This design comes from an exercise in tuning for small area and a short achievable clock period on the open sky130 flow, not from production work. No functional check of the RTL was part of any run shown here. Power is estimated from default activity; no workload was simulated.

File: flow/design.v
module SCPU(clk, rst_n, in_valid, instruction, MEM_out, busy, out_valid, out0, out1, out2, out3, out4, out5, out6, out7, out8, out9, out10, out11, out12, out13, out14, out15, WEN, ADDR, MEM_in);
input clk, rst_n, in_valid;
input [18:0] instruction;
input [15:0] MEM_out;
output busy, out_valid, WEN;
output [12:0] ADDR;
output [15:0] MEM_in;
output reg [15:0] out0, out1, out2, out3, out4, out5, out6, out7, out8, out9, out10, out11, out12, out13, out14, out15;
assign busy = 1'b0;
wire [3:0] rs_a = instruction[15:12];
wire [3:0] rt_a = instruction[11:8];
reg [15:0] rdA, rdB;
always @(*) begin
  case (rs_a)
    4'd0: rdA = out0;
    4'd1: rdA = out1;
    4'd2: rdA = out2;
    4'd3: rdA = out3;
    4'd4: rdA = out4;
    4'd5: rdA = out5;
    4'd6: rdA = out6;
    4'd7: rdA = out7;
    4'd8: rdA = out8;
    4'd9: rdA = out9;
    4'd10: rdA = out10;
    4'd11: rdA = out11;
    4'd12: rdA = out12;
    4'd13: rdA = out13;
    4'd14: rdA = out14;
    4'd15: rdA = out15;
  endcase
  case (rt_a)
    4'd0: rdB = out0;
    4'd1: rdB = out1;
    4'd2: rdB = out2;
    4'd3: rdB = out3;
    4'd4: rdB = out4;
    4'd5: rdB = out5;
    4'd6: rdB = out6;
    4'd7: rdB = out7;
    4'd8: rdB = out8;
    4'd9: rdB = out9;
    4'd10: rdB = out10;
    4'd11: rdB = out11;
    4'd12: rdB = out12;
    4'd13: rdB = out13;
    4'd14: rdB = out14;
    4'd15: rdB = out15;
  endcase
end
reg v1;
reg [2:0] op1;
reg [11:0] f1;
reg [15:0] A, B;
always @(posedge clk or negedge rst_n)
  if (!rst_n) v1 <= 1'b0; else v1 <= in_valid;
always @(posedge clk) begin
  op1 <= instruction[18:16];
  f1 <= instruction[11:0];
  A <= rdA;
  B <= rdB;
end
wire [7:0] imm = f1[7:0];
wire [3:0] func = f1[3:0];
assign WEN = ~(v1 & (op1 == 3'd5));
assign ADDR = A[12:0] + {5'b0, imm};
assign MEM_in = B;
wire mm = (op1 == 3'd1);
wire [16:0] bx = {B, 1'b0};
wire [7:0] one, two, ng, sx, nsx;
wire [16:0] ax = {A[15], A};
assign one[0] = mm & (bx[1] ^ bx[0]);
assign two[0] = mm & ((bx[2] & ~bx[1] & ~bx[0]) | (~bx[2] & bx[1] & bx[0]));
assign ng[0] = mm & bx[2];
assign one[1] = mm & (bx[3] ^ bx[2]);
assign two[1] = mm & ((bx[4] & ~bx[3] & ~bx[2]) | (~bx[4] & bx[3] & bx[2]));
assign ng[1] = mm & bx[4];
assign one[2] = mm & (bx[5] ^ bx[4]);
assign two[2] = mm & ((bx[6] & ~bx[5] & ~bx[4]) | (~bx[6] & bx[5] & bx[4]));
assign ng[2] = mm & bx[6];
assign one[3] = mm & (bx[7] ^ bx[6]);
assign two[3] = mm & ((bx[8] & ~bx[7] & ~bx[6]) | (~bx[8] & bx[7] & bx[6]));
assign ng[3] = mm & bx[8];
assign one[4] = mm & (bx[9] ^ bx[8]);
assign two[4] = mm & ((bx[10] & ~bx[9] & ~bx[8]) | (~bx[10] & bx[9] & bx[8]));
assign ng[4] = mm & bx[10];
assign one[5] = mm & (bx[11] ^ bx[10]);
assign two[5] = mm & ((bx[12] & ~bx[11] & ~bx[10]) | (~bx[12] & bx[11] & bx[10]));
assign ng[5] = mm & bx[12];
assign one[6] = mm & (bx[13] ^ bx[12]);
assign two[6] = mm & ((bx[14] & ~bx[13] & ~bx[12]) | (~bx[14] & bx[13] & bx[12]));
assign ng[6] = mm & bx[14];
assign one[7] = mm & (bx[15] ^ bx[14]);
assign two[7] = mm & ((bx[16] & ~bx[15] & ~bx[14]) | (~bx[16] & bx[15] & bx[14]));
assign ng[7] = mm & bx[16];
wire [16:0] pp0;
assign pp0 = (({17{one[0]}} & ax) | ({17{two[0]}} & {ax[15:0], 1'b0})) ^ {17{ng[0]}};
assign sx[0] = mm & pp0[16];
assign nsx[0] = mm & ~pp0[16];
wire [16:0] pp1;
assign pp1 = (({17{one[1]}} & ax) | ({17{two[1]}} & {ax[15:0], 1'b0})) ^ {17{ng[1]}};
assign sx[1] = mm & pp1[16];
assign nsx[1] = mm & ~pp1[16];
wire [16:0] pp2;
assign pp2 = (({17{one[2]}} & ax) | ({17{two[2]}} & {ax[15:0], 1'b0})) ^ {17{ng[2]}};
assign sx[2] = mm & pp2[16];
assign nsx[2] = mm & ~pp2[16];
wire [16:0] pp3;
assign pp3 = (({17{one[3]}} & ax) | ({17{two[3]}} & {ax[15:0], 1'b0})) ^ {17{ng[3]}};
assign sx[3] = mm & pp3[16];
assign nsx[3] = mm & ~pp3[16];
wire [16:0] pp4;
assign pp4 = (({17{one[4]}} & ax) | ({17{two[4]}} & {ax[15:0], 1'b0})) ^ {17{ng[4]}};
assign sx[4] = mm & pp4[16];
assign nsx[4] = mm & ~pp4[16];
wire [16:0] pp5;
assign pp5 = (({17{one[5]}} & ax) | ({17{two[5]}} & {ax[15:0], 1'b0})) ^ {17{ng[5]}};
assign sx[5] = mm & pp5[16];
assign nsx[5] = mm & ~pp5[16];
wire [16:0] pp6;
assign pp6 = (({17{one[6]}} & ax) | ({17{two[6]}} & {ax[15:0], 1'b0})) ^ {17{ng[6]}};
assign sx[6] = mm & pp6[16];
assign nsx[6] = mm & ~pp6[16];
wire [16:0] pp7;
assign pp7 = (({17{one[7]}} & ax) | ({17{two[7]}} & {ax[15:0], 1'b0})) ^ {17{ng[7]}};
assign sx[7] = mm & pp7[16];
assign nsx[7] = mm & ~pp7[16];
wire hs0, hc0, hs1, hc1, fs0, fc0, hs2, hc2, fs1, fc1, hs3, hc3, fs2, fc2, fs3, fc3, hs4, hc4, fs4, fc4, fs5, fc5, hs5, hc5, fs6, fc6, fs7, fc7, hs6, hc6, fs8, fc8, fs9, fc9, hs7, hc7, fs10, fc10, fs11, fc11, hs8, hc8, fs12, fc12, fs13, fc13, fs14, fc14, hs9, hc9, hs10, hc10, hs11, hc11, fs15, fc15, hs12, hc12, fs16, fc16, hs13, hc13, fs17, fc17, fs18, fc18, fs19, fc19, fs20, fc20, fs21, fc21, fs22, fc22, fs23, fc23, fs24, fc24, fs25, fc25, fs26, fc26, fs27, fc27, fs28, fc28, fs29, fc29, fs30, fc30, fs31, fc31, fs32, fc32, fs33, fc33, fs34, fc34, fs35, fc35, fs36, fc36, fs37, fc37, fs38, fc38, fs39, fc39, fs40, fc40, fs41, fc41, fs42, fc42, fs43, fc43, hs14, hc14, fs44, fc44, hs15, hc15, hs16, hc16, hs17, hc17, fs45, fc45, fs46, fc46, fs47, fc47, fs48, fc48, fs49, fc49, fs50, fc50, fs51, fc51, fs52, fc52, fs53, fc53, fs54, fc54, fs55, fc55, fs56, fc56, fs57, fc57, fs58, fc58, fs59, fc59, fs60, fc60, fs61, fc61, fs62, fc62, fs63, fc63, fs64, fc64, fs65, fc65, hs18, hc18, hs19, hc19, hs20, hc20, fs66, fc66, fs67, fc67, fs68, fc68, fs69, fc69, fs70, fc70, fs71, fc71, fs72, fc72, fs73, fc73, fs74, fc74, fs75, fc75, fs76, fc76, fs77, fc77, fs78, fc78, fs79, fc79, fs80, fc80, fs81, fc81, fs82, fc82, fs83, fc83, fs84, fc84, fs85, fc85, fs86, fc86, fs87, fc87, fs88, fc88, fs89, fc89, fs90, fc90, hs21, hc21;
assign hs0 = pp0[10] ^ pp1[8];
assign hc0 = pp0[10] & pp1[8];
assign hs1 = pp0[11] ^ pp1[9];
assign hc1 = pp0[11] & pp1[9];
assign fs0 = pp0[12] ^ pp1[10] ^ pp2[8];
assign fc0 = (pp0[12] & pp1[10]) | (pp0[12] & pp2[8]) | (pp1[10] & pp2[8]);
assign hs2 = pp3[6] ^ pp4[4];
assign hc2 = pp3[6] & pp4[4];
assign fs1 = pp0[13] ^ pp1[11] ^ pp2[9];
assign fc1 = (pp0[13] & pp1[11]) | (pp0[13] & pp2[9]) | (pp1[11] & pp2[9]);
assign hs3 = pp3[7] ^ pp4[5];
assign hc3 = pp3[7] & pp4[5];
assign fs2 = pp0[14] ^ pp1[12] ^ pp2[10];
assign fc2 = (pp0[14] & pp1[12]) | (pp0[14] & pp2[10]) | (pp1[12] & pp2[10]);
assign fs3 = pp3[8] ^ pp4[6] ^ pp5[4];
assign fc3 = (pp3[8] & pp4[6]) | (pp3[8] & pp5[4]) | (pp4[6] & pp5[4]);
assign hs4 = pp6[2] ^ pp7[0];
assign hc4 = pp6[2] & pp7[0];
assign fs4 = pp0[15] ^ pp1[13] ^ pp2[11];
assign fc4 = (pp0[15] & pp1[13]) | (pp0[15] & pp2[11]) | (pp1[13] & pp2[11]);
assign fs5 = pp3[9] ^ pp4[7] ^ pp5[5];
assign fc5 = (pp3[9] & pp4[7]) | (pp3[9] & pp5[5]) | (pp4[7] & pp5[5]);
assign hs5 = pp6[3] ^ pp7[1];
assign hc5 = pp6[3] & pp7[1];
assign fs6 = sx[0] ^ pp1[14] ^ pp2[12];
assign fc6 = (sx[0] & pp1[14]) | (sx[0] & pp2[12]) | (pp1[14] & pp2[12]);
assign fs7 = pp3[10] ^ pp4[8] ^ pp5[6];
assign fc7 = (pp3[10] & pp4[8]) | (pp3[10] & pp5[6]) | (pp4[8] & pp5[6]);
assign hs6 = pp6[4] ^ pp7[2];
assign hc6 = pp6[4] & pp7[2];
assign fs8 = sx[0] ^ pp1[15] ^ pp2[13];
assign fc8 = (sx[0] & pp1[15]) | (sx[0] & pp2[13]) | (pp1[15] & pp2[13]);
assign fs9 = pp3[11] ^ pp4[9] ^ pp5[7];
assign fc9 = (pp3[11] & pp4[9]) | (pp3[11] & pp5[7]) | (pp4[9] & pp5[7]);
assign hs7 = pp6[5] ^ pp7[3];
assign hc7 = pp6[5] & pp7[3];
assign fs10 = nsx[0] ^ nsx[1] ^ pp2[14];
assign fc10 = (nsx[0] & nsx[1]) | (nsx[0] & pp2[14]) | (nsx[1] & pp2[14]);
assign fs11 = pp3[12] ^ pp4[10] ^ pp5[8];
assign fc11 = (pp3[12] & pp4[10]) | (pp3[12] & pp5[8]) | (pp4[10] & pp5[8]);
assign hs8 = pp6[6] ^ pp7[4];
assign hc8 = pp6[6] & pp7[4];
assign fs12 = mm ^ pp2[15] ^ pp3[13];
assign fc12 = (mm & pp2[15]) | (mm & pp3[13]) | (pp2[15] & pp3[13]);
assign fs13 = pp4[11] ^ pp5[9] ^ pp6[7];
assign fc13 = (pp4[11] & pp5[9]) | (pp4[11] & pp6[7]) | (pp5[9] & pp6[7]);
assign fs14 = nsx[2] ^ pp3[14] ^ pp4[12];
assign fc14 = (nsx[2] & pp3[14]) | (nsx[2] & pp4[12]) | (pp3[14] & pp4[12]);
assign hs9 = mm ^ pp3[15];
assign hc9 = mm & pp3[15];
assign hs10 = pp0[6] ^ pp1[4];
assign hc10 = pp0[6] & pp1[4];
assign hs11 = pp0[7] ^ pp1[5];
assign hc11 = pp0[7] & pp1[5];
assign fs15 = pp0[8] ^ pp1[6] ^ pp2[4];
assign fc15 = (pp0[8] & pp1[6]) | (pp0[8] & pp2[4]) | (pp1[6] & pp2[4]);
assign hs12 = pp3[2] ^ pp4[0];
assign hc12 = pp3[2] & pp4[0];
assign fs16 = pp0[9] ^ pp1[7] ^ pp2[5];
assign fc16 = (pp0[9] & pp1[7]) | (pp0[9] & pp2[5]) | (pp1[7] & pp2[5]);
assign hs13 = pp3[3] ^ pp4[1];
assign hc13 = pp3[3] & pp4[1];
assign fs17 = pp2[6] ^ pp3[4] ^ pp4[2];
assign fc17 = (pp2[6] & pp3[4]) | (pp2[6] & pp4[2]) | (pp3[4] & pp4[2]);
assign fs18 = pp5[0] ^ ng[5] ^ hs0;
assign fc18 = (pp5[0] & ng[5]) | (pp5[0] & hs0) | (ng[5] & hs0);
assign fs19 = pp2[7] ^ pp3[5] ^ pp4[3];
assign fc19 = (pp2[7] & pp3[5]) | (pp2[7] & pp4[3]) | (pp3[5] & pp4[3]);
assign fs20 = pp5[1] ^ hc0 ^ hs1;
assign fc20 = (pp5[1] & hc0) | (pp5[1] & hs1) | (hc0 & hs1);
assign fs21 = pp5[2] ^ pp6[0] ^ ng[6];
assign fc21 = (pp5[2] & pp6[0]) | (pp5[2] & ng[6]) | (pp6[0] & ng[6]);
assign fs22 = hc1 ^ fs0 ^ hs2;
assign fc22 = (hc1 & fs0) | (hc1 & hs2) | (fs0 & hs2);
assign fs23 = pp5[3] ^ pp6[1] ^ fc0;
assign fc23 = (pp5[3] & pp6[1]) | (pp5[3] & fc0) | (pp6[1] & fc0);
assign fs24 = hc2 ^ fs1 ^ hs3;
assign fc24 = (hc2 & fs1) | (hc2 & hs3) | (fs1 & hs3);
assign fs25 = ng[7] ^ fc1 ^ hc3;
assign fc25 = (ng[7] & fc1) | (ng[7] & hc3) | (fc1 & hc3);
assign fs26 = fs2 ^ fs3 ^ hs4;
assign fc26 = (fs2 & fs3) | (fs2 & hs4) | (fs3 & hs4);
assign fs27 = fc2 ^ fc3 ^ hc4;
assign fc27 = (fc2 & fc3) | (fc2 & hc4) | (fc3 & hc4);
assign fs28 = fs4 ^ fs5 ^ hs5;
assign fc28 = (fs4 & fs5) | (fs4 & hs5) | (fs5 & hs5);
assign fs29 = fc4 ^ fc5 ^ hc5;
assign fc29 = (fc4 & fc5) | (fc4 & hc5) | (fc5 & hc5);
assign fs30 = fs6 ^ fs7 ^ hs6;
assign fc30 = (fs6 & fs7) | (fs6 & hs6) | (fs7 & hs6);
assign fs31 = fc6 ^ fc7 ^ hc6;
assign fc31 = (fc6 & fc7) | (fc6 & hc6) | (fc7 & hc6);
assign fs32 = fs8 ^ fs9 ^ hs7;
assign fc32 = (fs8 & fs9) | (fs8 & hs7) | (fs9 & hs7);
assign fs33 = fc8 ^ fc9 ^ hc7;
assign fc33 = (fc8 & fc9) | (fc8 & hc7) | (fc9 & hc7);
assign fs34 = fs10 ^ fs11 ^ hs8;
assign fc34 = (fs10 & fs11) | (fs10 & hs8) | (fs11 & hs8);
assign fs35 = pp7[5] ^ fc10 ^ fc11;
assign fc35 = (pp7[5] & fc10) | (pp7[5] & fc11) | (fc10 & fc11);
assign fs36 = hc8 ^ fs12 ^ fs13;
assign fc36 = (hc8 & fs12) | (hc8 & fs13) | (fs12 & fs13);
assign fs37 = pp5[10] ^ pp6[8] ^ pp7[6];
assign fc37 = (pp5[10] & pp6[8]) | (pp5[10] & pp7[6]) | (pp6[8] & pp7[6]);
assign fs38 = fc12 ^ fc13 ^ fs14;
assign fc38 = (fc12 & fc13) | (fc12 & fs14) | (fc13 & fs14);
assign fs39 = pp4[13] ^ pp5[11] ^ pp6[9];
assign fc39 = (pp4[13] & pp5[11]) | (pp4[13] & pp6[9]) | (pp5[11] & pp6[9]);
assign fs40 = pp7[7] ^ fc14 ^ hs9;
assign fc40 = (pp7[7] & fc14) | (pp7[7] & hs9) | (fc14 & hs9);
assign fs41 = nsx[3] ^ pp4[14] ^ pp5[12];
assign fc41 = (nsx[3] & pp4[14]) | (nsx[3] & pp5[12]) | (pp4[14] & pp5[12]);
assign fs42 = pp6[10] ^ pp7[8] ^ hc9;
assign fc42 = (pp6[10] & pp7[8]) | (pp6[10] & hc9) | (pp7[8] & hc9);
assign fs43 = mm ^ pp4[15] ^ pp5[13];
assign fc43 = (mm & pp4[15]) | (mm & pp5[13]) | (pp4[15] & pp5[13]);
assign hs14 = pp6[11] ^ pp7[9];
assign hc14 = pp6[11] & pp7[9];
assign fs44 = nsx[4] ^ pp5[14] ^ pp6[12];
assign fc44 = (nsx[4] & pp5[14]) | (nsx[4] & pp6[12]) | (pp5[14] & pp6[12]);
assign hs15 = mm ^ pp5[15];
assign hc15 = mm & pp5[15];
assign hs16 = pp0[4] ^ pp1[2];
assign hc16 = pp0[4] & pp1[2];
assign hs17 = pp0[5] ^ pp1[3];
assign hc17 = pp0[5] & pp1[3];
assign fs45 = pp2[2] ^ pp3[0] ^ ng[3];
assign fc45 = (pp2[2] & pp3[0]) | (pp2[2] & ng[3]) | (pp3[0] & ng[3]);
assign fs46 = pp2[3] ^ pp3[1] ^ hc10;
assign fc46 = (pp2[3] & pp3[1]) | (pp2[3] & hc10) | (pp3[1] & hc10);
assign fs47 = ng[4] ^ hc11 ^ fs15;
assign fc47 = (ng[4] & hc11) | (ng[4] & fs15) | (hc11 & fs15);
assign fs48 = fc15 ^ hc12 ^ fs16;
assign fc48 = (fc15 & hc12) | (fc15 & fs16) | (hc12 & fs16);
assign fs49 = fc16 ^ hc13 ^ fs17;
assign fc49 = (fc16 & hc13) | (fc16 & fs17) | (hc13 & fs17);
assign fs50 = fc17 ^ fc18 ^ fs19;
assign fc50 = (fc17 & fc18) | (fc17 & fs19) | (fc18 & fs19);
assign fs51 = fc19 ^ fc20 ^ fs21;
assign fc51 = (fc19 & fc20) | (fc19 & fs21) | (fc20 & fs21);
assign fs52 = fc21 ^ fc22 ^ fs23;
assign fc52 = (fc21 & fc22) | (fc21 & fs23) | (fc22 & fs23);
assign fs53 = fc23 ^ fc24 ^ fs25;
assign fc53 = (fc23 & fc24) | (fc23 & fs25) | (fc24 & fs25);
assign fs54 = fc25 ^ fc26 ^ fs27;
assign fc54 = (fc25 & fc26) | (fc25 & fs27) | (fc26 & fs27);
assign fs55 = fc27 ^ fc28 ^ fs29;
assign fc55 = (fc27 & fc28) | (fc27 & fs29) | (fc28 & fs29);
assign fs56 = fc29 ^ fc30 ^ fs31;
assign fc56 = (fc29 & fc30) | (fc29 & fs31) | (fc30 & fs31);
assign fs57 = fc31 ^ fc32 ^ fs33;
assign fc57 = (fc31 & fc32) | (fc31 & fs33) | (fc32 & fs33);
assign fs58 = fc33 ^ fc34 ^ fs35;
assign fc58 = (fc33 & fc34) | (fc33 & fs35) | (fc34 & fs35);
assign fs59 = fc35 ^ fc36 ^ fs37;
assign fc59 = (fc35 & fc36) | (fc35 & fs37) | (fc36 & fs37);
assign fs60 = fc37 ^ fc38 ^ fs39;
assign fc60 = (fc37 & fc38) | (fc37 & fs39) | (fc38 & fs39);
assign fs61 = fc39 ^ fc40 ^ fs41;
assign fc61 = (fc39 & fc40) | (fc39 & fs41) | (fc40 & fs41);
assign fs62 = fc41 ^ fc42 ^ fs43;
assign fc62 = (fc41 & fc42) | (fc41 & fs43) | (fc42 & fs43);
assign fs63 = pp7[10] ^ fc43 ^ hc14;
assign fc63 = (pp7[10] & fc43) | (pp7[10] & hc14) | (fc43 & hc14);
assign fs64 = pp6[13] ^ pp7[11] ^ fc44;
assign fc64 = (pp6[13] & pp7[11]) | (pp6[13] & fc44) | (pp7[11] & fc44);
assign fs65 = nsx[5] ^ pp6[14] ^ pp7[12];
assign fc65 = (nsx[5] & pp6[14]) | (nsx[5] & pp7[12]) | (pp6[14] & pp7[12]);
assign hs18 = mm ^ pp6[15];
assign hc18 = mm & pp6[15];
assign hs19 = pp0[2] ^ pp1[0];
assign hc19 = pp0[2] & pp1[0];
assign hs20 = pp0[3] ^ pp1[1];
assign hc20 = pp0[3] & pp1[1];
assign fs66 = pp2[0] ^ ng[2] ^ hs16;
assign fc66 = (pp2[0] & ng[2]) | (pp2[0] & hs16) | (ng[2] & hs16);
assign fs67 = pp2[1] ^ hc16 ^ hs17;
assign fc67 = (pp2[1] & hc16) | (pp2[1] & hs17) | (hc16 & hs17);
assign fs68 = hs10 ^ hc17 ^ fs45;
assign fc68 = (hs10 & hc17) | (hs10 & fs45) | (hc17 & fs45);
assign fs69 = hs11 ^ fc45 ^ fs46;
assign fc69 = (hs11 & fc45) | (hs11 & fs46) | (fc45 & fs46);
assign fs70 = hs12 ^ fc46 ^ fs47;
assign fc70 = (hs12 & fc46) | (hs12 & fs47) | (fc46 & fs47);
assign fs71 = hs13 ^ fc47 ^ fs48;
assign fc71 = (hs13 & fc47) | (hs13 & fs48) | (fc47 & fs48);
assign fs72 = fs18 ^ fc48 ^ fs49;
assign fc72 = (fs18 & fc48) | (fs18 & fs49) | (fc48 & fs49);
assign fs73 = fs20 ^ fc49 ^ fs50;
assign fc73 = (fs20 & fc49) | (fs20 & fs50) | (fc49 & fs50);
assign fs74 = fs22 ^ fc50 ^ fs51;
assign fc74 = (fs22 & fc50) | (fs22 & fs51) | (fc50 & fs51);
assign fs75 = fs24 ^ fc51 ^ fs52;
assign fc75 = (fs24 & fc51) | (fs24 & fs52) | (fc51 & fs52);
assign fs76 = fs26 ^ fc52 ^ fs53;
assign fc76 = (fs26 & fc52) | (fs26 & fs53) | (fc52 & fs53);
assign fs77 = fs28 ^ fc53 ^ fs54;
assign fc77 = (fs28 & fc53) | (fs28 & fs54) | (fc53 & fs54);
assign fs78 = fs30 ^ fc54 ^ fs55;
assign fc78 = (fs30 & fc54) | (fs30 & fs55) | (fc54 & fs55);
assign fs79 = fs32 ^ fc55 ^ fs56;
assign fc79 = (fs32 & fc55) | (fs32 & fs56) | (fc55 & fs56);
assign fs80 = fs34 ^ fc56 ^ fs57;
assign fc80 = (fs34 & fc56) | (fs34 & fs57) | (fc56 & fs57);
assign fs81 = fs36 ^ fc57 ^ fs58;
assign fc81 = (fs36 & fc57) | (fs36 & fs58) | (fc57 & fs58);
assign fs82 = fs38 ^ fc58 ^ fs59;
assign fc82 = (fs38 & fc58) | (fs38 & fs59) | (fc58 & fs59);
assign fs83 = fs40 ^ fc59 ^ fs60;
assign fc83 = (fs40 & fc59) | (fs40 & fs60) | (fc59 & fs60);
assign fs84 = fs42 ^ fc60 ^ fs61;
assign fc84 = (fs42 & fc60) | (fs42 & fs61) | (fc60 & fs61);
assign fs85 = hs14 ^ fc61 ^ fs62;
assign fc85 = (hs14 & fc61) | (hs14 & fs62) | (fc61 & fs62);
assign fs86 = fs44 ^ fc62 ^ fs63;
assign fc86 = (fs44 & fc62) | (fs44 & fs63) | (fc62 & fs63);
assign fs87 = hs15 ^ fc63 ^ fs64;
assign fc87 = (hs15 & fc63) | (hs15 & fs64) | (fc63 & fs64);
assign fs88 = hc15 ^ fc64 ^ fs65;
assign fc88 = (hc15 & fc64) | (hc15 & fs65) | (fc64 & fs65);
assign fs89 = pp7[13] ^ fc65 ^ hs18;
assign fc89 = (pp7[13] & fc65) | (pp7[13] & hs18) | (fc65 & hs18);
assign fs90 = nsx[6] ^ pp7[14] ^ hc18;
assign fc90 = (nsx[6] & pp7[14]) | (nsx[6] & hc18) | (pp7[14] & hc18);
assign hs21 = mm ^ pp7[15];
assign hc21 = mm & pp7[15];
wire addlike = ((op1 == 3'd0) & ((func == 4'd3) | (func == 4'd4))) | (op1 == 3'd3) | (op1 == 3'd4);
wire sub = ((op1 == 3'd0) & (func == 4'd4)) | (op1 == 3'd4);
wire eq = (A == B);
wire lt = ($signed(A) < $signed(B));
wire cmp = (op1 == 3'd2) ? eq : lt;
wire iscmp = (op1 == 3'd2) | (op1 == 3'd7);
reg [15:0] sh;
always @(*) begin
  sh = 16'd0;
  if (addlike) sh = A;
  else if (op1 == 3'd0) begin
    case (func)
      4'd0: sh = A & B;
      4'd1: sh = A | B;
      4'd2: sh = A ^ B;
      default: sh = 16'd0;
    endcase
  end else if (iscmp) sh = {15'd0, cmp};
end
wire [15:0] ch0 = (op1 == 3'd0) ? B : {{8{imm[7]}}, imm};
wire [15:0] ch = addlike ? (ch0 ^ {16{sub}}) : 16'd0;
wire [15:0] sl = {{15{sub}}, sub | (iscmp & ~cmp)};
wire [15:0] cl = {15'd0, sub};
wire [31:0] aluS = {sh, sl};
wire [31:0] aluC = {ch, cl};
reg v2, we1, we2, ld2;
reg [3:0] d1, d2;
reg q0_0, q0_1, q1_0, q2_0, q2_1, q3_0, q3_1, q4_0, q4_1, q5_0, q5_1, q6_0, q6_1, q7_0, q7_1, q8_0, q8_1, q9_0, q9_1, q10_0, q10_1, q11_0, q11_1, q12_0, q12_1, q13_0, q13_1, q14_0, q14_1, q15_0, q15_1, q16_0, q16_1, q17_0, q17_1, q18_0, q18_1, q19_0, q19_1, q20_0, q20_1, q21_0, q21_1, q22_0, q22_1, q23_0, q23_1, q24_0, q24_1, q25_0, q25_1, q26_0, q26_1, q27_0, q27_1, q28_0, q28_1, q29_0, q29_1, q30_0, q30_1, q31_0, q31_1;
always @(posedge clk or negedge rst_n)
  if (!rst_n) begin v2 <= 1'b0; we1 <= 1'b0; we2 <= 1'b0; end
  else begin
    v2 <= v1;
    we1 <= v1 & (op1 != 3'd5);
    we2 <= v1 & ((op1 == 3'd1) | (op1 == 3'd2) | (op1 == 3'd7));
  end
always @(posedge clk) begin
  ld2 <= (op1 == 3'd6);
  d1 <= ((op1 == 3'd3) | (op1 == 3'd4) | (op1 == 3'd6)) ? f1[11:8] : f1[7:4];
  d2 <= f1[3:0];
  q0_0 <= pp0[0] | aluS[0];
  q0_1 <= ng[0] | aluC[0];
  q1_0 <= pp0[1] | aluS[1];
  q2_0 <= ng[1] | aluS[2];
  q2_1 <= hs19;
  q3_0 <= hc19 | aluS[3];
  q3_1 <= hs20;
  q4_0 <= hc20 | aluS[4];
  q4_1 <= fs66;
  q5_0 <= fc66 | aluS[5];
  q5_1 <= fs67;
  q6_0 <= fc67 | aluS[6];
  q6_1 <= fs68;
  q7_0 <= fc68 | aluS[7];
  q7_1 <= fs69;
  q8_0 <= fc69 | aluS[8];
  q8_1 <= fs70;
  q9_0 <= fc70 | aluS[9];
  q9_1 <= fs71;
  q10_0 <= fc71 | aluS[10];
  q10_1 <= fs72;
  q11_0 <= fc72 | aluS[11];
  q11_1 <= fs73;
  q12_0 <= fc73 | aluS[12];
  q12_1 <= fs74;
  q13_0 <= fc74 | aluS[13];
  q13_1 <= fs75;
  q14_0 <= fc75 | aluS[14];
  q14_1 <= fs76;
  q15_0 <= fc76 | aluS[15];
  q15_1 <= fs77;
  q16_0 <= fc77 | aluS[16];
  q16_1 <= fs78 | aluC[16];
  q17_0 <= fc78 | aluS[17];
  q17_1 <= fs79 | aluC[17];
  q18_0 <= fc79 | aluS[18];
  q18_1 <= fs80 | aluC[18];
  q19_0 <= fc80 | aluS[19];
  q19_1 <= fs81 | aluC[19];
  q20_0 <= fc81 | aluS[20];
  q20_1 <= fs82 | aluC[20];
  q21_0 <= fc82 | aluS[21];
  q21_1 <= fs83 | aluC[21];
  q22_0 <= fc83 | aluS[22];
  q22_1 <= fs84 | aluC[22];
  q23_0 <= fc84 | aluS[23];
  q23_1 <= fs85 | aluC[23];
  q24_0 <= fc85 | aluS[24];
  q24_1 <= fs86 | aluC[24];
  q25_0 <= fc86 | aluS[25];
  q25_1 <= fs87 | aluC[25];
  q26_0 <= fc87 | aluS[26];
  q26_1 <= fs88 | aluC[26];
  q27_0 <= fc88 | aluS[27];
  q27_1 <= fs89 | aluC[27];
  q28_0 <= fc89 | aluS[28];
  q28_1 <= fs90 | aluC[28];
  q29_0 <= fc90 | aluS[29];
  q29_1 <= hs21 | aluC[29];
  q30_0 <= nsx[7] | aluS[30];
  q30_1 <= hc21 | aluC[30];
  q31_0 <= mm | aluS[31];
  q31_1 <= aluC[31];
end
wire [31:0] fS = { q31_0 , q30_0 , q29_0 , q28_0 , q27_0 , q26_0 , q25_0 , q24_0 , q23_0 , q22_0 , q21_0 , q20_0 , q19_0 , q18_0 , q17_0 , q16_0 , q15_0 , q14_0 , q13_0 , q12_0 , q11_0 , q10_0 , q9_0 , q8_0 , q7_0 , q6_0 , q5_0 , q4_0 , q3_0 , q2_0 , q1_0 , q0_0 };
wire [31:0] fC = { q31_1 , q30_1 , q29_1 , q28_1 , q27_1 , q26_1 , q25_1 , q24_1 , q23_1 , q22_1 , q21_1 , q20_1 , q19_1 , q18_1 , q17_1 , q16_1 , q15_1 , q14_1 , q13_1 , q12_1 , q11_1 , q10_1 , q9_1 , q8_1 , q7_1 , q6_1 , q5_1 , q4_1 , q3_1 , q2_1 , 1'b0 , q0_1 };
wire [31:0] P = fS + fC;
wire [15:0] W1 = ld2 ? MEM_out : P[31:16];
wire [15:0] W2 = P[15:0];
reg out_valid_r;
assign out_valid = out_valid_r;
always @(posedge clk or negedge rst_n)
  if (!rst_n) begin
    out_valid_r <= 1'b0;
    out0 <= 16'd0;
    out1 <= 16'd0;
    out2 <= 16'd0;
    out3 <= 16'd0;
    out4 <= 16'd0;
    out5 <= 16'd0;
    out6 <= 16'd0;
    out7 <= 16'd0;
    out8 <= 16'd0;
    out9 <= 16'd0;
    out10 <= 16'd0;
    out11 <= 16'd0;
    out12 <= 16'd0;
    out13 <= 16'd0;
    out14 <= 16'd0;
    out15 <= 16'd0;
  end else begin
    out_valid_r <= v2;
    if (we2 && d2 == 4'd0) out0 <= W2; else if (we1 && d1 == 4'd0) out0 <= W1;
    if (we2 && d2 == 4'd1) out1 <= W2; else if (we1 && d1 == 4'd1) out1 <= W1;
    if (we2 && d2 == 4'd2) out2 <= W2; else if (we1 && d1 == 4'd2) out2 <= W1;
    if (we2 && d2 == 4'd3) out3 <= W2; else if (we1 && d1 == 4'd3) out3 <= W1;
    if (we2 && d2 == 4'd4) out4 <= W2; else if (we1 && d1 == 4'd4) out4 <= W1;
    if (we2 && d2 == 4'd5) out5 <= W2; else if (we1 && d1 == 4'd5) out5 <= W1;
    if (we2 && d2 == 4'd6) out6 <= W2; else if (we1 && d1 == 4'd6) out6 <= W1;
    if (we2 && d2 == 4'd7) out7 <= W2; else if (we1 && d1 == 4'd7) out7 <= W1;
    if (we2 && d2 == 4'd8) out8 <= W2; else if (we1 && d1 == 4'd8) out8 <= W1;
    if (we2 && d2 == 4'd9) out9 <= W2; else if (we1 && d1 == 4'd9) out9 <= W1;
    if (we2 && d2 == 4'd10) out10 <= W2; else if (we1 && d1 == 4'd10) out10 <= W1;
    if (we2 && d2 == 4'd11) out11 <= W2; else if (we1 && d1 == 4'd11) out11 <= W1;
    if (we2 && d2 == 4'd12) out12 <= W2; else if (we1 && d1 == 4'd12) out12 <= W1;
    if (we2 && d2 == 4'd13) out13 <= W2; else if (we1 && d1 == 4'd13) out13 <= W1;
    if (we2 && d2 == 4'd14) out14 <= W2; else if (we1 && d1 == 4'd14) out14 <= W1;
    if (we2 && d2 == 4'd15) out15 <= W2; else if (we1 && d1 == 4'd15) out15 <= W1;
  end
endmodule
File: flow/run.sh
#!/bin/bash
# synth_recipe.tcl (not shown) runs the flow's synth.tcl, then flattens the netlist and writes it again
# the make line also repeats each setting of config.mk as NAME=value (left out here)
make -C /OpenROAD-flow-scripts/flow DESIGN_CONFIG=/design/flow/config.mk WORK_HOME=/design/flow/orfs CLKGATE_MAP_FILE= SYNTH_SCRIPT=/design/flow/synth_recipe.tcl finish
File: flow/config.mk
export PLATFORM = sky130hd
export DESIGN_NAME = SCPU
export DESIGN_NICKNAME = SCPU
export VERILOG_FILES = /design/flow/design.v
export SDC_FILE = /design/flow/constraint.sdc
export NUM_CORES = 8
export LEC_CHECK = 0
export CAP_MARGIN = 20
export CORE_MARGIN = 2
export CORE_UTILIZATION = 40
export SLEW_MARGIN = 20
File: flow/constraint.sdc
create_clock -name core_clock -period 8.0 [get_ports {clk}]
set_input_delay 1.6000 -clock core_clock [delete_from_list [all_inputs] [get_ports {clk}]]
set_output_delay 1.6000 -clock core_clock [all_outputs]
set_load 0.01 [all_outputs]
==> results of run 1 <==
## worst max-delay path, cell delays in order, from the launching register on
cell	delay [ps]
dfxtp_1	810
ha_1	300
inv_1	50
fa_1	390
nor2b_1	120
o21ai_0	110
a21boi_0	250
o21ai_0	250
a21boi_0	300
o21a_1	180
o2111ai_1	130
xnor2_1	170
clkdlybuf4s50_1	550
## routing by layer
metal  GRT usage (%)  wire (um)  up-vias  part of all wire [%]
met5               0         26        -                 0.017
met4            20.8      10000        4                   6.5
met3            11.2      20900      579                    14
met2            54.3      63000     2699                    41
met1            53.0      60500    16400                    39
li1                -          -    14500                     -
## metrics by stage
step                cells  total power (uW)  instance area [um^2]  hold slack [ps]
floorplan            3885              8160                 29900              331
global placement     4958             12400                 34200              338
detailed placement   4959             12400                 34300              338
CTS                  5036             14600                 35800              362
global route         5036             15500                 35800              370
finish               5038             14900                 35800              362
## Yosys cell counts, drive strengths merged, types with 15 or more instances
| cell | n | area (um^2) |
|---|---|---|
| buf | 40 | 170 |
| maj3 | 15 | 150 |
| o22a | 35 | 307 |
| a22o | 21 | 184 |
| nor3 | 90 | 455 |
| nand3 | 63 | 315 |
| xnor2 | 43 | 377 |
| a211oi | 26 | 195 |
| o21ai | 437 | 2190 |
| mux2i | 27 | 270 |
| a21o | 48 | 360 |
| a31oi | 57 | 357 |
| a22oi | 307 | 2300 |
| a221oi | 43 | 377 |
| o31ai | 19 | 143 |
| a21oi | 285 | 1470 |
| nand2 | 449 | 1690 |
| nand2b | 30 | 188 |
| inv | 139 | 522 |
| ha | 109 | 1360 |
| and2 | 26 | 163 |
| nor2 | 387 | 1460 |
| o22ai | 112 | 701 |
| a221o | 52 | 521 |
| dfrtp | 261 | 6530 |
| nand4 | 48 | 300 |
| clkbuf | 313 | 1170 |
| dfxtp | 119 | 2380 |
| a311oi | 18 | 164 |
| fa | 86 | 1720 |
| xor2 | 35 | 307 |
## cell type report
type | count | area share [%]
Multi-Input combinational cell | 3002 | 53.9
Sequential cell | 380 | 24.9
Timing Repair Buffer | 458 | 11.9
Tap cell | 969 | 3.39
Clock buffer | 53 | 3.37
Inverter | 150 | 1.57
Clock inverter | 24 | 0.853
Antenna cell | 2 | 0.0140
## cell usage in the layout, fill, tap and decap left out, drive strengths merged, types with 9 or more instances in the layout
cell	count
clkdlybuf4s50	323
nand2b	30
nor2	387
nand2	449
ha	109
a211oi	26
dfxtp	119
nand3	63
o211ai	10
o31ai	19
o22ai	112
mux2i	27
xor2	35
nand4	48
a21o	48
a221o	52
xnor2	43
clkbuf	53
inv	143
o21ai	437
a22o	21
and3	10
dfrtp	261
clkinv	21
nor4	9
a22oi	307
fa	86
a21oi	285
a311oi	18
a31oi	57
a221oi	43
maj3	15
nor3	90
nor2b	14
buf	135
o22a	35
and2	26
## cells by family (layout without fill, tap and decap cells)
family / after synthesis / in the layout / synth area share (%)
flip-flops: 380 / 380 / 29.8
XOR/XNOR: 78 / 78 / 2.28
AND/OR/NAND/NOR: 1147 / 1147 / 16.5
AO/OA/AOI/OAI: 1534 / 1534 / 33.1
multiplexers: 32 / 32 / 1.09
adder cells (fa/ha/maj): 210 / 210 / 10.8
other: 1 / 3 / 0.0125
buffers and inverters: 503 / 685 / 6.38
## where the power goes
part	switching, uW	internal, uW
combinational	5180	3310
sequential	1500	2710
clock	931	1270
total	7610	7290
## worst max-delay path by stage
| stage | endpoint | from | slack (ps) | depth (start not counted) |
|---|---|---|---|---|
| floorplan | q16_0$_DFF_P_ | op1[0]$_DFF_P_ | 3730 | 15 |
| global placement | ADDR[12] | f1[0]$_DFF_P_ | 2840 | 12 |
| detailed placement | ADDR[12] | f1[0]$_DFF_P_ | 2820 | 12 |
| CTS | ADDR[12] | f1[0]$_DFF_P_ | 2200 | 12 |
| global route | ADDR[12] | f1[0]$_DFF_P_ | 1860 | 12 |
| finish | ADDR[12] | f1[0]$_DFF_P_ | 2200 | 12 |
==> impl_metrics.env, run 1 <==
export IMPL_status="finished clean"
export IMPL_antenna_found_initial=7
export IMPL_boundaryPins=326
export IMPL_rows=100
export IMPL_syn_area_um2=29900
export IMPL_yosysSeqAreaShare_pct=29.8
export IMPL_holdPathStages=0
export IMPL_period_share_pct=72.6
export IMPL_async_flop_share_pct=68.7
export IMPL_multiInputGateArea_um2=19300
export IMPL_core_area_um2=74200
export IMPL_r2r_start="B[6]$_DFF_P_"
export IMPL_numCtsBuffers=43
export IMPL_grtUsageTotal_pct=38.6
export IMPL_first_pass_iters=7
export IMPL_setup_violations=0
export IMPL_ctsHoldBuffers=0
export IMPL_final_setup_tns_ps=0
export IMPL_clock_root_buffer="clkbuf_16"
export IMPL_finalCriticalPeriod_ps=5800
export IMPL_drive_gt1_share_pct=7.08
export IMPL_critical_path_peak_fanout=23
export IMPL_r2r_setup_slack_ps=2980
export IMPL_fillers=7245
export IMPL_wl_per_cell_um=30.7
export IMPL_io_buffers=324
export IMPL_worstPathArrival_ps=4200
export IMPL_hpwl_mm=109
export IMPL_postCtsSetupRepairBufs=0
export IMPL_die_h_um=277
export IMPL_final_seq_area_um2=8920
export IMPL_slew_headroom_pct=18.7
export IMPL_dieArea_um2=77000
export IMPL_viasPerCell=6.77
export IMPL_syn_nets=4118
export IMPL_post_cts_resized=0
export IMPL_r2r_end="q16_0$_DFF_P_"
export IMPL_grt_pass1_wl_mm=222
export IMPL_ctsLongestPathBuffers=3
export IMPL_drcViolationCount=0
export IMPL_synth_cells=3885
export IMPL_synth_seq_cells=380
export IMPL_hold_path_class="reg -> reg"
export IMPL_powerDensity_nw_per_um2=417
export IMPL_cap_violations=0
export IMPL_hold_viol_final=0
export IMPL_die_w_um=277
export IMPL_cts_sinks=380
export IMPL_cp_end_kind="output port"
export IMPL_grt_pass1_vias=31500
export IMPL_min_delay_worst_endpoint="out_valid_r$_DFF_PN0_"
export IMPL_place_ws_ps=2820
export IMPL_drtAntennaViolNets=0
export IMPL_synth_flop_cell="dfrtp_1"
export IMPL_slew_violations=0
export IMPL_peakVddDrop_v=0.000206
export IMPL_syn_avg_cell_area_um2=7.70
export IMPL_grt_overflow=0
export IMPL_clock_latency_ps=610
export IMPL_reg2regPathDepth=15
export IMPL_clock_skew_final_ps=31.6
export IMPL_required_ps=6400
export IMPL_drtIter0Drc=5628
export IMPL_fin_ws_ps=2200
export IMPL_clkTransAtPathRegs_ps=70
export IMPL_grt_max_degree=166
export IMPL_final_net_count=4268
export IMPL_leakagePower_uw=0.0143
export IMPL_yosysWarnings=1
export IMPL_dr_total_vias=34100
export IMPL_timing_fmax_ghz=0.172
export IMPL_postLayoutCoreUtil_pct=48.2
export IMPL_area_growth_pct=19.6
export IMPL_routabilityCongestion=1.00
export IMPL_routed_wl_mm=154
export IMPL_cts_tree="yes"
export IMPL_synth_edf_count=0
export IMPL_synth_cell_types=79
export IMPL_worst_slew_pin_slew_ps=1200
export IMPL_rsz0062_at_grt="no"
export IMPL_start_util_pct=40.3
export IMPL_hold_start="v2$_DFF_PN0_"
export IMPL_critical_path_class="reg -> out"
export IMPL_start_kind="flop"
export IMPL_h_tree_depth=2
==> run 2, diff against run 1 <==
--- a/flow/config.mk
+++ b/flow/config.mk
@@ -8,4 +8,5 @@
 export CAP_MARGIN = 20
 export CORE_MARGIN = 2
 export CORE_UTILIZATION = 40
+export SETUP_SLACK_MARGIN = 5
 export SLEW_MARGIN = 20
==> impl_metrics.env, run 2 <==
export IMPL_peakVddDrop_v=0.000241
export IMPL_synth_flop_cell="dfrtp_1"
export IMPL_core_area_um2=74200
export IMPL_rows=100
export IMPL_layout_commonest_cell="nand2_1"
export IMPL_clock_skew_final_ps=101
export IMPL_hpwl_mm=119
export IMPL_dr_total_vias=38500
export IMPL_boundaryPins=326
export IMPL_start_util_pct=40.3
export IMPL_place_inst=4945
export IMPL_worstPathArrival_ps=2830
export IMPL_status="finished clean"
export IMPL_syn_avg_cell_area_um2=7.70
export IMPL_slew_violations=0
export IMPL_routed_wl_mm=189
export IMPL_final_cell_mix="nand2_1, buf_4, o21ai_0"
export IMPL_cts_sinks=380
export IMPL_antenna_found_initial=13
export IMPL_io_buffers=324
export IMPL_cp_cell_sequence="ha_4 > inv_2 > fa_2 > nor2b_2 > o21ai_2 > a21boi_2 > o21ai_2 > a21boi_2 > o21a_1 > o2111ai_2 > xnor2_2 > buf_2"
export IMPL_worst_path_stages=12
export IMPL_setup_violations=0
export IMPL_clock_root_buffer="clkbuf_16"
export IMPL_yosysSeqAreaShare_pct=29.8
export IMPL_grt_max_degree=138
export IMPL_r2r_start="A[3]$_DFF_P_"
export IMPL_place_ws_ps=2980
export IMPL_synth_edf_count=0
export IMPL_cp_slowest_cell="dfxtp_4"
export IMPL_slew_headroom_pct=17.7
export IMPL_viasPerCell=7.02
export IMPL_final_setup_tns_ps=0
export IMPL_wl_per_cell_um=34.4
export IMPL_hold_path_class="reg -> reg"
export IMPL_synth_area_leader_cell="dfrtp_1"
export IMPL_r2r_end="q16_0$_DFF_P_"
export IMPL_leakagePower_uw=0.0176
export IMPL_drive_gt1_share_pct=29.7
export IMPL_timing_fmax_ghz=0.226
export IMPL_grtUsageTotal_pct=46.9
export IMPL_drtIter0Drc=6850
export IMPL_die_h_um=277
export IMPL_yosys_top_cells_count="nand2_1, o21ai_0, nor2_1"
export IMPL_powerDensity_nw_per_um2=434
export IMPL_start_kind="flop"
export IMPL_period_share_pct=55.4
export IMPL_cap_violations=0
export IMPL_finalCriticalPeriod_ps=4430
export IMPL_critical_path_peak_fanout=3
export IMPL_area_growth_pct=42.6
export IMPL_required_ps=6400
export IMPL_synth_cells=3885
export IMPL_hold_ws_ps=356
export IMPL_startpoint="A[0]$_DFF_P_"
export IMPL_grt_pass1_vias=35500
export IMPL_cp_end_kind="output port"
export IMPL_yosysMostFrequentCell="nand2_1"
export IMPL_routabilityCongestion=1.04
export IMPL_synth_cell_types=79
export IMPL_critical_path_class="reg -> out"
export IMPL_clkTransAtPathRegs_ps=60
export IMPL_final_cells=5488
export IMPL_final_net_count=4708
export IMPL_yosys_area_top_type_share_pct=21.8
export IMPL_cts_tree="yes"
export IMPL_grt_pass1_wl_mm=264
export IMPL_die_w_um=277
export IMPL_ctsLongestPathBuffers=3
export IMPL_async_flop_share_pct=68.7
export IMPL_worst_slew_pin_slew_ps=1230
export IMPL_rsz0062_at_grt="yes"
export IMPL_fin_ws_ps=3570
export IMPL_grt_overflow=0
export IMPL_crit_family="compound AO/OA/AOI/OAI gates"
export IMPL_hold_viol_final=0
export IMPL_synth_area_leaders="dfrtp_1, dfxtp_1, a22oi_1"
export IMPL_syn_nets=4118
export IMPL_first_pass_iters=10
export IMPL_h_tree_depth=2
export IMPL_clock_latency_ps=640
export IMPL_yosysWarnings=1
export IMPL_drcViolationCount=0
export IMPL_numCtsBuffers=44
export IMPL_critPathMaxStageDelay_ps=380
export IMPL_cp_endpoint="ADDR[12]"
export IMPL_cp_num_buf_inv=2
export IMPL_syn_area_um2=29900
export IMPL_synth_seq_cells=380
export IMPL_r2r_setup_slack_ps=4050
export IMPL_dieArea_um2=77000
export IMPL_drtAntennaViolNets=0
export IMPL_reg2regPathDepth=13
[run 2: cell counts after synthesis]
Identical to the previous run, type by type.
[run 2: cells by family (layout without fill, tap and decap cells)]
family	count (synthesis)	count (layout)	share of synthesized area, %
adders and majority gates	210	210	10.8
other	1	9	0.0125
xor gates and xnor gates	78	78	2.28
DFF	380	380	29.8
muxes	32	32	1.09
and+or+nand+nor	1147	1148	16.5
AOI/OAI and AO/OA	1534	1535	33.1
buffers and inverters	503	1127	6.38
[run 2: worst min-delay path by stage]
| stage | slack [ps] | depth (start not counted) | start | endpoint |
|---|---|---|---|---|
| floorplan | 330 | 0 | v2$_DFF_PN0_ | out_valid_r$_DFF_PN0_ |
| global placement | 340 | 0 | v2$_DFF_PN0_ | out_valid_r$_DFF_PN0_ |
| detailed placement | 350 | 0 | v2$_DFF_PN0_ | out_valid_r$_DFF_PN0_ |
| CTS | 360 | 0 | v2$_DFF_PN0_ | out_valid_r$_DFF_PN0_ |
| global route | 370 | 0 | v2$_DFF_PN0_ | out_valid_r$_DFF_PN0_ |
| finish | 360 | 0 | v2$_DFF_PN0_ | out_valid_r$_DFF_PN0_ |
[run 2: area by class of cell]
type / count / area [um^2]
timing repair buffer: 886 / 8710
antenna: 8 / 20.0
clock buffer: 59 / 1290
fill: 6672 / 31500
tap: 969 / 1210
clock inverter: 23 / 251
multi-input combinational: 3004 / 21000
inverter: 150 / 803
sequential: 380 / 9280
timing repair inverter: 9 / 138
[run 2: metrics by stage]
stage | area (um^2) | total power, uW | util (%)
detailed placement | 34500 | 12800 | 46.5
finish | 42700 | 18500 | 57.5
global placement | 34500 | 12800 | 46.4
CTS | 41400 | 17200 | 55.7
floorplan | 30600 | 8390 | -
global route | 42700 | 18900 | 57.5
[run 2: what timing repair did]
action / CTS / global route
hold buffers: 0 / 0
gates cloned: 31 / 3
pin swaps: 106 / 95
endpoints found under the setup margin: 537 / 297
setup buffers: 346 / 72
resized for setup: 1103 / 213
[run 2: where the power goes]
part	total [uW]	internal, uW	leakage [uW]	switching [uW]
registers	4200	2860	0.00392	1340
logic	12100	4910	0.0129	7190
clock network	2200	1240	0.000767	953
[run 2: layer usage]
layer | vias to the layer above | track usage, % | wire (um)
li1 | 15400 | - | -
met1 | 18100 | 58.0 | 65900
met2 | 3758 | 66.5 | 75200
met3 | 1190 | 17.3 | 28300
met4 | 16 | 34.3 | 19200
met5 | - | 0.125 | 180
==> run 3, diff against run 2 <==
--- a/flow/design.v
+++ b/flow/design.v
@@ -60,10 +60,14 @@
   A <= rdA;
   B <= rdB;
 end
+wire [8:0] alo_n = {1'b0, rdA[7:0]} + {1'b0, instruction[7:0]};
+reg [7:0] alo;
+reg ac8;
+always @(posedge clk) begin alo <= alo_n[7:0]; ac8 <= alo_n[8]; end
 wire [7:0] imm = f1[7:0];
 wire [3:0] func = f1[3:0];
 assign WEN = ~(v1 & (op1 == 3'd5));
-assign ADDR = A[12:0] + {5'b0, imm};
+assign ADDR = {A[12:8] + {4'b0, ac8}, alo};
 assign MEM_in = B;
 wire mm = (op1 == 3'd1);
 wire [16:0] bx = {B, 1'b0};
==> flow/flow/run.sh (new file) <==
#!/bin/bash
set -euo pipefail
bash standard.sh "BUFFER_PORTS_ARGS=-buffer_cell sky130_fd_sc_hd__buf_1" finish > standard.log 2>&1
==> flow/standard.sh (new file) <==
#!/bin/bash
# synth_recipe.tcl (not shown) runs the flow's synth.tcl, then flattens the netlist and writes it again
# the make line also repeats each setting of config.mk as NAME=value (left out here)
make -C /OpenROAD-flow-scripts/flow DESIGN_CONFIG=/design/flow/config.mk WORK_HOME=/design/flow/orfs CLKGATE_MAP_FILE= SYNTH_SCRIPT=/design/flow/synth_recipe.tcl "${@:-finish}"
removed: flow/run.sh
==> impl_metrics.env, run 3 <==
export IMPL_syn_area_um2=30300
export IMPL_io_buffers=324
export IMPL_grt_pass1_wl_mm=263
export IMPL_synth_xor_area_share_pct=2.34
export IMPL_routed_wl_mm=193
export IMPL_hpwl_mm=128
export IMPL_synth_cells=3855
export IMPL_global_route_usage_met3_pct=17.5
export IMPL_syn_avg_cell_area_um2=7.86
export IMPL_synth_area_leader_cell="dfrtp_1"
export IMPL_synth_area_leaders="dfrtp_1, dfxtp_1, o21ai_0"
export IMPL_synth_simple_area_share_pct=15.6
export IMPL_place_inst=4915
export IMPL_final_cells=5349
export IMPL_clock_root_buffer="clkbuf_16"
export IMPL_drive_gt1_share_pct=27.5
export IMPL_met2_usage_pct=66.9
export IMPL_numCtsBuffers=46
export IMPL_critical_path_peak_fanout=5
export IMPL_clkTransAtPathRegs_ps=60
export IMPL_start_util_pct=40.6
export IMPL_first_pass_iters=11
export IMPL_layout_commonest_cell="o21ai_0"
export IMPL_peakVddDrop_v=0.000270
export IMPL_synth_flop_cell="dfrtp_1"
export IMPL_clock_skew_final_ps=45.3
export IMPL_cts_sinks=389
export IMPL_synth_mux_area_fraction_pct=2.04
export IMPL_setup_violations=0
export IMPL_dieArea_um2=77900
export IMPL_yosysWarnings=1
export IMPL_slew_violations=0
export IMPL_boundaryPins=326
export IMPL_finalCriticalPeriod_ps=3840
export IMPL_slew_headroom_pct=18.3
export IMPL_grt_overflow=0
export IMPL_synth_compound_area_share_pct=32.5
export IMPL_routabilityCongestion=1.10
export IMPL_die_w_um=279
export IMPL_synth_fa_ha_area_share_pct=10.9
export IMPL_synth_edf_count=0
export IMPL_ctsLongestPathBuffers=3
export IMPL_status="finished clean"
export IMPL_period_share_pct=48.0
export IMPL_final_net_count=4573
export IMPL_worst_slew_pin_slew_ps=1220
export IMPL_synth_cell_types=79
export IMPL_area_growth_pct=35.4
export IMPL_dr_total_vias=37700
export IMPL_grt_pass1_vias=33800
export IMPL_holdPathStages=0
export IMPL_rsz0062_at_grt="yes"
export IMPL_h_tree_depth=2
export IMPL_required_ps=8520
export IMPL_core_area_um2=74700
export IMPL_rows=100
export IMPL_die_h_um=279
export IMPL_async_flop_share_pct=67.1
export IMPL_syn_nets=4090
export IMPL_yosysSeqAreaShare_pct=30.0
export IMPL_drtAntennaViolNets=0
export IMPL_yosys_area_top_type_share_pct=21.6
export IMPL_cap_violations=0
export IMPL_synth_seq_cells=389
export IMPL_powerDensity_nw_per_um2=434
export IMPL_critical_path_class="in -> reg"
export IMPL_yosysMostFrequentCell="o21ai_0"
export IMPL_drcViolationCount=0
export IMPL_reg2regPathDepth=17
export IMPL_synth_top_family_by_area="compound AO/OA/AOI/OAI gates"
export IMPL_wl_per_cell_um=36.0
export IMPL_cts_tree="yes"
export IMPL_viasPerCell=7.05
export IMPL_worstPathArrival_ps=4360
export IMPL_final_setup_tns_ps=0
export IMPL_yosys_top_cells_count="o21ai_0, nor2_1, nand2_1"
export IMPL_antenna_found_initial=15
export IMPL_start_kind="input pin"
export IMPL_clock_latency_ps=630
export IMPL_hold_path_class="reg -> reg"
export IMPL_hold_viol_final=0
export IMPL_leakagePower_uw=0.0164
export IMPL_final_cell_mix="o21ai_0, nand2_1, nor2_1"
export IMPL_drtIter0Drc=6487
export IMPL_grtUsageTotal_pct=47.2
export IMPL_cp_end_kind="flop"
export IMPL_grt_max_degree=142
export IMPL_timing_fmax_ghz=0.260
export IMPL_met1_usage_pct=60.3
export IMPL_busiest_layer="met2"
run 3: cell count changes after synthesis, moves of 26 or more:
cell,before,now
a22oi_1,307,199
nand2_1,447,398
nor3_1,89,53
o211ai_1,10,37
o21a_1,7,40
o21ai_0,433,407
run 3: metrics by stage:
stage | hold slack, ps | utilization, % | setup slack, ps | power (uW) | area, um^2
after global placement | 337 | 44.0 | 2520 | 12200 | 32900
after floorplan | 331 | - | 3920 | 8440 | 31300
after detailed placement | 342 | 44.0 | 2610 | 12200 | 32900
after CTS | 368 | 53.0 | 4110 | 16400 | 39600
final | 371 | 54.9 | 4160 | 17800 | 41000
after global routing | 388 | 54.9 | 4090 | 18100 | 41000
run 3: what timing repair did:
item,CTS,global route
endpoints found under the setup margin,324,327
hold buffers,0,0
pin swaps,166,136
buffers inserted,256,54
hold endpoints to repair,0,0
cloned,29,3
resized for setup,629,246
run 3: per-layer routing:
metal / part of all wire, % / vias to the layer above
met5: 0.089 / -
met1: 36 / 18300
met2: 40 / 3487
met4: 8.7 / 16
li1: - / 15000
met3: 15 / 930
run 3: cells by family (layout without fill, tap and decap cells):
family | Yosys count | count (layout)
buffers and inverters | 515 | 1032
multiplexers | 60 | 60
flip-flops | 389 | 389
AO/OA/AOI/OAI | 1499 | 1499
AND/OR/NAND/NOR | 1095 | 1097
adder cells (fa/ha/maj) | 215 | 215
XOR/XNOR | 81 | 81
other | 1 | 7
run 3: worst max-delay path, stage by stage:
cell and delay (ps):
buf_12 110, buf_12 110, nand2b_4 170, buf_6 130
buf_6 100, nor3_4 280, buf_4 160, a22oi_1 50
and3_1 240, a41oi_4 270, ha_4 260, a21o_1 180
a21oi_2 160, o21bai_1 90, a21oi_2 150, nor2b_1 60
o21ai_1 130, nand2b_1 70
run 3: final timing paths:
check,start,end,slack (ps)
worst max-delay path,instruction[13],ac8$_DFF_P_,4160
worst min-delay path,v2$_DFF_PN0_,out_valid_r$_DFF_PN0_,370
worst max register to register,B[8]$_DFF_P_,q16_0$_DFF_P_,4280
worst min register to register,v2$_DFF_PN0_,out_valid_r$_DFF_PN0_,370
max in group asynchronous,rst_n,out10[2]$_DFFE_PN0P_,5240
min in group asynchronous,rst_n,out15[10]$_DFFE_PN0P_,1250
run 3: where the power goes:
| group | switching [uW] | internal [uW] |
|---|---|---|
| Sequential | 2370 | 2840 |
| Combinational | 6280 | 4090 |
| Clock | 947 | 1250 |
| Total | 9600 | 8190 |
run 3: area by class of cell:
class	instances	area, um^2
Inverter	156	742
Multi-Input combinational cell	2953	21600
Timing Repair Buffer	789	6570
Sequential cell	389	9270
Antenna cell	6	15.0
Clock inverter	17	206
Tap cell	969	1210
Timing Repair inverter	3	25.0
Fill cell	6693	33700
Clock buffer	67	1350
==> run 4, diff against run 3 <==
--- a/flow/config.mk
+++ b/flow/config.mk
@@ -5,6 +5,7 @@
 export SDC_FILE = /design/flow/constraint.sdc
 export NUM_CORES = 8
 export LEC_CHECK = 0
+export ABC_CLOCK_PERIOD_IN_PS = 3000
 export CAP_MARGIN = 20
 export CORE_MARGIN = 2
 export CORE_UTILIZATION = 40
==> impl_metrics.env, run 4 <==
export IMPL_syn_nets=4090
export IMPL_antenna_found_initial=15
export IMPL_synth_edf_count=0
export IMPL_yosys_top_cells_count="o21ai_0, nor2_1, nand2_1"
export IMPL_clock_root_buffer="clkbuf_16"
export IMPL_start_kind="input pin"
export IMPL_cts_sinks=389
export IMPL_first_pass_iters=11
export IMPL_yosys_area_top_type_share_pct=21.6
export IMPL_clock_skew_final_ps=45.3
export IMPL_cp_cell_sequence="buf_12 > buf_12 > nand2b_4 > buf_6 > buf_6 > nor3_4 > buf_4 > a22oi_1 > and3_1 > a41oi_4 > ha_4 > a21o_1 > a21oi_2 > o21bai_1 > a21oi_2 > nor2b_1 > o21ai_1 > nand2b_1"
export IMPL_syn_area_um2=30300
export IMPL_r2r_start="B[8]$_DFF_P_"
export IMPL_crit_family="compound AO/OA/AOI/OAI gates"
export IMPL_synth_cells=3855
export IMPL_p_seq_share_pct=29.3
export IMPL_final_cell_mix="o21ai_0, nand2_1, nor2_1"
export IMPL_grt_pass1_vias=33800
export IMPL_swShare_pct=54.0
export IMPL_setup_violations=0
export IMPL_cp_num_buf_inv=5
export IMPL_critical_path_peak_fanout=5
export IMPL_h_tree_depth=2
export IMPL_r2r_setup_slack_ps=4280
export IMPL_grt_max_degree=142
export IMPL_powerDensity_nw_per_um2=434
export IMPL_dieArea_um2=77900
export IMPL_p_switching_uw=9600
export IMPL_finalCriticalPeriod_ps=3840
export IMPL_status="finished clean"
export IMPL_cp_slowest_cell="nor3_4"
export IMPL_yosysWarnings=1
export IMPL_cap_violations=0
export IMPL_drive_gt1_share_pct=27.5
export IMPL_rsz0062_at_grt="yes"
export IMPL_worstPathArrival_ps=4360
export IMPL_fillers=6693
export IMPL_grt_pass1_wl_mm=263
export IMPL_startpoint="instruction[13]"
export IMPL_critical_path_class="in -> reg"
export IMPL_numCtsBuffers=46
export IMPL_hold_viol_final=0
export IMPL_rows=100
export IMPL_clock_latency_ps=630
export IMPL_area_growth_pct=35.4
export IMPL_boundaryPins=326
export IMPL_final_net_count=4573
export IMPL_core_area_um2=74700
export IMPL_syn_avg_cell_area_um2=7.86
export IMPL_slew_violations=0
export IMPL_cp_end_kind="flop"
export IMPL_leakagePower_uw=0.0164
export IMPL_grtUsageTotal_pct=47.2
export IMPL_hold_path_class="reg -> reg"
export IMPL_io_buffers=324
export IMPL_peakVddDrop_v=0.000270
export IMPL_die_w_um=279
export IMPL_start_util_pct=40.6
export IMPL_p_int_uw=8190
export IMPL_required_ps=8520
export IMPL_critPathMaxStageDelay_ps=280
export IMPL_synth_cell_types=79
export IMPL_cts_tree="yes"
export IMPL_clkTransAtPathRegs_ps=60
export IMPL_grt_overflow=0
export IMPL_yosysSeqAreaShare_pct=30.0
export IMPL_wl_per_cell_um=36.0
export IMPL_power_frac_comb_pct=58.3
export IMPL_synth_flop_cell="dfrtp_1"
export IMPL_synth_area_leader_cell="dfrtp_1"
export IMPL_final_setup_tns_ps=0
export IMPL_timing_fmax_ghz=0.260
export IMPL_layout_commonest_cell="o21ai_0"
export IMPL_ctsLongestPathBuffers=3
export IMPL_hold_start="v2$_DFF_PN0_"
export IMPL_fin_ws_ps=4160
export IMPL_worst_slew_pin_slew_ps=1220
export IMPL_hpwl_mm=128
export IMPL_period_share_pct=48.0
export IMPL_routed_wl_mm=193
export IMPL_ctsHoldBuffers=0
export IMPL_drtAntennaViolNets=0
export IMPL_clockPowerShare_pct=12.4
export IMPL_die_h_um=279
export IMPL_viasPerCell=7.05
export IMPL_routabilityCongestion=1.10
export IMPL_yosysMostFrequentCell="o21ai_0"
export IMPL_synth_area_leaders="dfrtp_1, dfxtp_1, o21ai_0"
export IMPL_synth_seq_cells=389
export IMPL_slew_headroom_pct=18.3
export IMPL_drtIter0Drc=6487
export IMPL_drcViolationCount=0
export IMPL_async_flop_share_pct=67.1
export IMPL_place_ws_ps=2610
export IMPL_dr_total_vias=37700
## run 4: cell counts after synthesis
Identical to the previous run, type by type.
## run 4: power groups by stage
stage	sequential [uW]	combinational (uW)	clock (uW)
2_1_floorplan	3840	4600	0
3_3_place_gp	5010	7230	0
3_5_place_dp	4920	7290	0
4_1_cts	4890	9360	2190
5_1_grt	5040	10800	2270
6_report	5210	10400	2200
## run 4: routing by layer
layer  routed length, um  vias up  GRT usage, %
met5                 172        -         0.625
met2               77100     3487          66.9
li1                    -    15000             -
met3               29100      930          17.5
met1               69700    18300          60.3
met4               16700       16          30.0
## run 4: per-stage QoR
stage               utilization, %  power, uW  instance area (um^2)  hold WS, ps  std cells
CTS                           53.0      16400                 39600          368       5284
floorplan                        -       8440                 31300          331       3855
global route                  54.9      18100                 41000          388       5343
global placement              44.0      12200                 32900          337       4915
finish                        54.9      17800                 41000          371       5349
detailed placement            44.0      12200                 32900          342       4915
## run 4: cell families after synthesis
| group | count (synthesis) | synth area share (%) |
|---|---|---|
| compound gates | 1499 | 32.5 |
| xor+xnor | 81 | 2.34 |
| fa+ha+maj | 215 | 10.9 |
| buf+inv | 515 | 6.57 |
| flops | 389 | 30.0 |
| mux | 60 | 2.04 |
| other cells | 1 | 0.0124 |
| simple gates | 1095 | 15.6 |
## run 4: layout make-up
cell class / count / area [um^2] / area share (%)
tap: 969 / 1210 / 2.96
timing repair inverter: 3 / 25.0 / 0.0610
multi-input combinational: 2953 / 21600 / 52.7
antenna: 6 / 15.0 / 0.0366
sequential: 389 / 9270 / 22.6
clock inverter: 17 / 206 / 0.503
timing repair buffer: 789 / 6570 / 16.0
inverter: 156 / 742 / 1.81
clock buffer: 67 / 1350 / 3.30
## run 4: worst reg2reg max path: cells and delay by family, from the launching register on
| kind | cells | cell delay, ps |
|---|---|---|
| simple gates | 2 | 210 |
| compound gates | 5 | 710 |
| flops | 1 | 380 |
| fa+ha+maj | 4 | 1610 |
| buf+inv | 6 | 660 |
## run 4: path summary, 6_finish.rpt
check                                        end  cells after the start
min reg2reg                out_valid_r$_DFF_PN0_                      0
max reg2reg                        q16_0$_DFF_P_                     17
min in group asynchronous  out15[10]$_DFFE_PN0P_                      2
max                                  ac8$_DFF_P_                     18
max in group asynchronous   out10[2]$_DFFE_PN0P_                      3
min                        out_valid_r$_DFF_PN0_                      0
## run 4: repair_timing
action	in CTS	in global routing
cloned	29	3
pin swaps	166	136
setup buffers	256	54
resized for setup	629	246
setup endpoints to repair	324	327

separate check: timing with driven ports:
In the flow no input, the clock included, has a driving cell. The finished layouts below were timed again as built, in two steps. Step 1, drivers: a clkbuf_16 drives clk and a buf_2 each remaining input, both assumed. Step 2 adds t to the input delays and takes it off the output delays; t is the mean of the earliest and latest rising clock arrival at the registers after step 1. Input paths then give back, and output paths get back, about the clock's delay inside the block. Slacks: ideal / step 1 / step 2; pairs: ideal / step 1.
| run | t, ns | slack for setup (ns) | worst hold slack (ns) | clock arrival spread, ns | slew at the worst register clock pin (ns) |
|---|---|---|---|---|---|
| run 1 | 0.651 | 2.195 / 2.133 / 2.785 | 0.362 / 0.362 / 0.362 | 0.033 / 0.033 | 0.07 / 0.07 |
| run 2 | 0.663 | 3.571 / 3.502 / 4.052 | 0.356 / 0.356 / 0.356 | 0.101 / 0.101 | 0.07 / 0.07 |
| run 3 | 0.678 | 4.159 / 4.167 / 3.488 | 0.371 / 0.371 / 0.371 | 0.046 / 0.045 | 0.07 / 0.07 |
| run 4 | 0.678 | 4.159 / 4.167 / 3.488 | 0.371 / 0.371 / 0.371 | 0.046 / 0.045 | 0.07 / 0.07 |
After both steps setup and hold are still met in every run listed.
